From an optimization exercise on the open Yosys and OpenROAD flow, aimed at small area and a short achievable clock period; shortcuts taken in it are not production practice.
The RTL was checked by simulation tests, not by an equivalence proof against the original design.

## mul_pipe
module mul_pipe(clk, reset, X1, X2, X3, X4, Y1, Y2, Y3, Y4, ans);
	input clk, reset;
	input [31:0] X1, Y1, X2, Y2, X3, Y3, X4, Y4;
	output [31:0] ans;
	wire f32 = |X1[31:16];
	wire        s0_1, s0_2, s0_3, s0_4;
	wire [7:0]  e0_1, e0_2, e0_3, e0_4;
	wire [23:0] a0_1, a0_2, a0_3, a0_4, b0_1, b0_2, b0_3, b0_4;
	unpack u1(f32, X1, Y1, s0_1, e0_1, a0_1, b0_1);
	unpack u2(f32, X2, Y2, s0_2, e0_2, a0_2, b0_2);
	unpack u3(f32, X3, Y3, s0_3, e0_3, a0_3, b0_3);
	unpack u4(f32, X4, Y4, s0_4, e0_4, a0_4, b0_4);
	wire [32:0] l0_1;
	mul_lo ml1(a0_1, b0_1[8:0], l0_1);
	wire [32:0] l0_2;
	mul_lo ml2(a0_2, b0_2[8:0], l0_2);
	wire [32:0] l0_3;
	mul_lo ml3(a0_3, b0_3[8:0], l0_3);
	wire [32:0] l0_4;
	mul_lo ml4(a0_4, b0_4[8:0], l0_4);
	reg        s1_1, s1_2, s1_3, s1_4;
	reg [7:0]  e1_1, e1_2, e1_3, e1_4;
	reg [23:0] a1_1, a1_2, a1_3, a1_4;
	reg [14:0] b1_1, b1_2, b1_3, b1_4;
	reg [32:0] l1_1, l1_2, l1_3, l1_4;
	always @(posedge clk) begin
		s1_1 <= s0_1; s1_2 <= s0_2; s1_3 <= s0_3; s1_4 <= s0_4;
		e1_1 <= e0_1; e1_2 <= e0_2; e1_3 <= e0_3; e1_4 <= e0_4;
		a1_1 <= a0_1; a1_2 <= a0_2; a1_3 <= a0_3; a1_4 <= a0_4;
		b1_1 <= b0_1[23:9]; b1_2 <= b0_2[23:9]; b1_3 <= b0_3[23:9]; b1_4 <= b0_4[23:9];
		l1_1 <= l0_1; l1_2 <= l0_2; l1_3 <= l0_3; l1_4 <= l0_4;
	end
	wire [47:0] p1;
	mul_hi mh1(a1_1, b1_1, l1_1, p1);
	wire [47:0] p2;
	mul_hi mh2(a1_2, b1_2, l1_2, p2);
	wire [47:0] p3;
	mul_hi mh3(a1_3, b1_3, l1_3, p3);
	wire [47:0] p4;
	mul_hi mh4(a1_4, b1_4, l1_4, p4);
	wire       gt12, gt34, gtp;
	wire [5:0] sh12, sh34, shp;
	wire [7:0] m12, m34, mp;
	expcmp c12(e1_1, e1_2, gt12, sh12, m12);
	expcmp c34(e1_3, e1_4, gt34, sh34, m34);
	expcmp cp(m12, m34, gtp, shp, mp);
	reg [47:0] p2_1, p2_2, p2_3, p2_4;
	reg        s2_1, s2_2, s2_3, s2_4;
	reg        gt2_12, gt2_34, gt2_p;
	reg [5:0]  sh2_12, sh2_34, sh2_p;
	reg [7:0]  e2;
	always @(posedge clk) begin
		p2_1 <= p1; p2_2 <= p2; p2_3 <= p3; p2_4 <= p4;
		s2_1 <= s1_1; s2_2 <= s1_2; s2_3 <= s1_3; s2_4 <= s1_4;
		gt2_12 <= gt12; gt2_34 <= gt34; gt2_p <= gtp;
		sh2_12 <= sh12; sh2_34 <= sh34; sh2_p <= shp;
		e2 <= mp;
	end
	wire [49:0] q12, q34;
  ...
Settings: LEC_CHECK=0, CAP_MARGIN=20, CORE_MARGIN=2, CORE_UTILIZATION=55, CTS_CLUSTER_DIAMETER=120, CTS_CLUSTER_SIZE=32, PLACE_DENSITY=0.7, SETUP_SLACK_MARGIN=3.8, SLEW_MARGIN=20, TNS_END_PERCENT=10; clock period 11.0 ns.
standard.sh (not shown) runs the stock make flow with config.mk's settings and CLKGATE_MAP_FILE= SYNTH_SCRIPT=/design/flow/synth_recipe.tcl, a recipe that flattens the netlist after the stock synthesis.
==> flow/flow/run.sh <==
#!/bin/bash
# Standard ORFS layout with two changes:
# - flow/polopt.py runs between synthesis and floorplan. It removes the
#   inverters that Yosys' full-adder extraction leaves between adder cells
#   (full adders are self-dual), without changing the logic function or any
#   register.
# - every input and output port is still buffered, but with buf_2 instead of
#   the delay cell (clkdlybuf4s50_1) that buffer_ports picks by default; the
#   resizer cannot swap a delay cell for a faster buffer later.
# Everything else is the standard flow.
set -euo pipefail
R=orfs/results/${FLOW_PLATFORM}/mul_pipe/base
export BUFFER_PORTS_ARGS="-buffer_cell sky130_fd_sc_hd__buf_2"
bash standard.sh synth > synth.log 2>&1
cp $R/1_2_yosys.v yosys_netlist.v
python3 flow/polopt.py yosys_netlist.v polopt_netlist.v > polopt.log 2>&1
cp polopt_netlist.v $R/1_2_yosys.v
touch $R/1_2_yosys.v
rm -f $R/1_synth.odb
bash standard.sh > layout.log 2>&1
Other scripts of this flow, unchanged in this note and not shown: flow/flow/polopt.py
The starting point completed with no timing, DRC or antenna violations.
==> next run, changes <==
==> flow/flow/run.sh (replaced) <==
#!/bin/bash
# Standard ORFS layout with one extra step between synthesis and floorplan:
# flow/polopt.py removes the inverters that Yosys' full-adder extraction leaves
# between adder cells (full adders are self-dual), without changing the logic
# function or any register. Everything else is the standard flow.
set -euo pipefail
R=orfs/results/${FLOW_PLATFORM}/mul_pipe/base
bash standard.sh synth > synth.log 2>&1
cp $R/1_2_yosys.v yosys_netlist.v
python3 flow/polopt.py yosys_netlist.v polopt_netlist.v > polopt.log 2>&1
cp polopt_netlist.v $R/1_2_yosys.v
touch $R/1_2_yosys.v
rm -f $R/1_synth.odb
bash standard.sh > layout.log 2>&1
--- a/flow/config.mk
+++ b/flow/config.mk
@@ -11,2 +10,0 @@
-export CTS_CLUSTER_DIAMETER = 120
-export CTS_CLUSTER_SIZE = 32
@@ -14 +12 @@
-export SETUP_SLACK_MARGIN = 3.8
+export SETUP_SLACK_MARGIN = 3.3
Cell area climbs by 1.6%; utilization increases by 0.97 points.
==> next run, changes <==
==> flow/flow/run.sh (replaced) <==
#!/bin/bash
# Standard ORFS layout with two changes:
# - flow/polopt.py runs between synthesis and floorplan. It removes the
#   inverters that Yosys' full-adder extraction leaves between adder cells
#   (full adders are self-dual), without changing the logic function or any
#   register.
# - every input and output port is still buffered, but with buf_2 instead of
#   the delay cell (clkdlybuf4s50_1) that buffer_ports picks by default; the
#   resizer cannot swap a delay cell for a faster buffer later.
# Everything else is the standard flow.
set -euo pipefail
R=orfs/results/${FLOW_PLATFORM}/mul_pipe/base
export BUFFER_PORTS_ARGS="-buffer_cell sky130_fd_sc_hd__buf_2"
bash standard.sh synth > synth.log 2>&1
cp $R/1_2_yosys.v yosys_netlist.v
python3 flow/polopt.py yosys_netlist.v polopt_netlist.v > polopt.log 2>&1
cp polopt_netlist.v $R/1_2_yosys.v
touch $R/1_2_yosys.v
rm -f $R/1_synth.odb
bash standard.sh > layout.log 2>&1
--- a/flow/config.mk
+++ b/flow/config.mk
@@ -12 +12 @@
-export SETUP_SLACK_MARGIN = 3.3
+export SETUP_SLACK_MARGIN = 4.1
After rerunning:
- The changed run completed and failed the layout checks on antenna rules
- design area increases by about 1%
- worst hold slack barely changes
- clock-buffer cell count rose by 3
- utilization rose by 0.58 points

========
mul_pipe again, from the RTL that the note above started with.
Settings: LEC_CHECK=0, CAP_MARGIN=20, CORE_MARGIN=2, CORE_UTILIZATION=55, PLACE_DENSITY=0.7, SETUP_SLACK_MARGIN=3.5, SLEW_MARGIN=20, TNS_END_PERCENT=10; clock period 11.0 ns.
==> flow/flow/run.sh <==
#!/bin/bash
# Standard ORFS layout with two changes:
# - flow/polopt.py runs between synthesis and floorplan. It removes the
#   inverters that Yosys' full-adder extraction leaves between adder cells
#   (full adders are self-dual), without changing the logic function or any
#   register.
# - every input and output port is still buffered, but with buf_2 instead of
#   the delay cell (clkdlybuf4s50_1) that buffer_ports picks by default; the
#   resizer cannot swap a delay cell for a faster buffer later.
# Everything else is the standard flow.
set -euo pipefail
R=orfs/results/${FLOW_PLATFORM}/mul_pipe/base
export BUFFER_PORTS_ARGS="-buffer_cell sky130_fd_sc_hd__buf_2"
bash standard.sh synth > synth.log 2>&1
cp $R/1_2_yosys.v yosys_netlist.v
python3 flow/polopt.py yosys_netlist.v polopt_netlist.v > polopt.log 2>&1
cp polopt_netlist.v $R/1_2_yosys.v
touch $R/1_2_yosys.v
rm -f $R/1_synth.odb
bash standard.sh > layout.log 2>&1
Other scripts of this flow, unchanged in this note and not shown: flow/flow/polopt.py
The starting point completed with no timing, DRC or antenna violations.
==> next run, changes <==
--- a/flow/config.mk
+++ b/flow/config.mk
@@ -10,0 +11 @@
+export CTS_CLUSTER_SIZE = 30
@@ -12 +13 @@
-export SETUP_SLACK_MARGIN = 3.5
+export SETUP_SLACK_MARGIN = 3.8
Outcome:
- synthesized area is unchanged
- via count climbs by 0.39%
- first-iteration DRC count came out higher by 3.7%
==> next run, changes <==
--- a/flow/config.mk
+++ b/flow/config.mk
@@ -11 +11,2 @@
-export CTS_CLUSTER_SIZE = 30
+export CTS_CLUSTER_DIAMETER = 100
+export CTS_CLUSTER_SIZE = 24
Worst setup slack gains 0.056 ns.
Via count decreases by 0.48%.
First-iteration DRC count fell by 1.5%.
Core utilization is lower by 0.59 points.
Cell count came out lower by 0.50%.
Routed wire length came out lower by 0.48%.
Worst hold slack gets better by 0.0099 ns.
==> next run, changes <==
--- a/flow/config.mk
+++ b/flow/config.mk
@@ -11,2 +10,0 @@
-export CTS_CLUSTER_DIAMETER = 100
-export CTS_CLUSTER_SIZE = 24
Hold slack gets worse by 0.0099 ns.
Final area came out higher slightly.
Synthesized cell count does not change.
Register-to-register slack got worse by 0.10 ns.
Worst setup slack degrades by 0.056 ns.
Critical path depth goes up by 1.
Die area does not change.
Global-route usage went up by 0.29 points.

========
the baseline:
Another version of the RTL of mul_pipe (not shown whole).
Size in the first run: ~620 flip-flops, ~120000 µm² of cells after synthesis.
make LEC_CHECK=0 CAP_MARGIN=20 CORE_MARGIN=2 CORE_UTILIZATION=40 PLACE_DENSITY=0.6 SLEW_MARGIN=20 finish   # period 11.0 ns
run.sh (not shown) runs the stock make flow with config.mk's settings and CLKGATE_MAP_FILE= SYNTH_SCRIPT=/design/flow/synth_recipe.tcl, a recipe that flattens the netlist after the stock synthesis.
Stock flow here: none of the scripts above is used.
The baseline: flow completed, timing, DRC and antenna clean
The inputs of the candidate differ from those of the baseline as listed below.
# the baseline
export LEC_CHECK = 0
export CAP_MARGIN = 20
export CORE_MARGIN = 2
export CORE_UTILIZATION = 40
export PLACE_DENSITY = 0.6
export SLEW_MARGIN = 20
create_clock -name core_clock -period 11.0 [get_ports {clk}]
# the candidate
export LEC_CHECK = 0
export CAP_MARGIN = 20
export CORE_MARGIN = 2
export CORE_UTILIZATION = 40
export PLACE_DENSITY = 0.6
export SETUP_SLACK_MARGIN = 3
export SLEW_MARGIN = 20
create_clock -name core_clock -period 11.0 [get_ports {clk}]
==> run notes <==
Of the candidate and the baseline, the higher clock period minus final worst setup slack belongs to the baseline. Slew at the pin with the worst max-slew slack: higher on the baseline. Between the candidate and the baseline, maximum fanout along the worst path is higher for the baseline, the candidate comes in under that. Wire length of the first global-routing pass on the candidate is up relative to the baseline.

==> separate check: timing with driven ports <==
How much do the figures lean on ideal ports? The routed layouts below were timed once more, with nothing changed but the port constraints. Step 1 (the two cells are an assumption about what drives the block):
set clk [get_ports {clk}]
set_driving_cell -lib_cell sky130_fd_sc_hd__clkbuf_16 $clk
set_driving_cell -lib_cell sky130_fd_sc_hd__buf_2 [delete_from_list [all_inputs] $clk]
Step 2 also shifts input and output timing later by t, the mid clock arrival at the registers, as if the neighbouring blocks saw the same clock. Slacks: ideal / step 1 / step 2; pairs: ideal / step 1.
run | t (ns) | slack for setup (ns) | pins driven straight from the clock port
the first run of note 1 | 0.774 | 3.721 / 3.627 / 3.141 | 1
the second run of note 1 | 0.801 | 3.337 / 3.256 / 2.656 | 1
the third run of note 1 | 0.828 | 3.677 / 3.585 / 3.083 | 1
the first run of note 2 | 0.814 | 3.467 / 3.382 / 2.921 | 1
the second run of note 2 | 0.819 | 3.603 / 3.516 / 3.091 | 1
the third run of note 2 | 0.794 | 3.659 / 3.572 / 3.105 | 1
the fourth run of note 2 | 0.819 | 3.603 / 3.516 / 3.091 | 1
the baseline | 0.827 | 1.541 / 1.423 / 2.010 | 1
the candidate | 0.828 | 3.071 / 2.951 / 3.319 | 1
The setup slack of the second run of note 1, which loses most, moves by -0.081 ns with the drivers and by -0.681 ns with both steps.
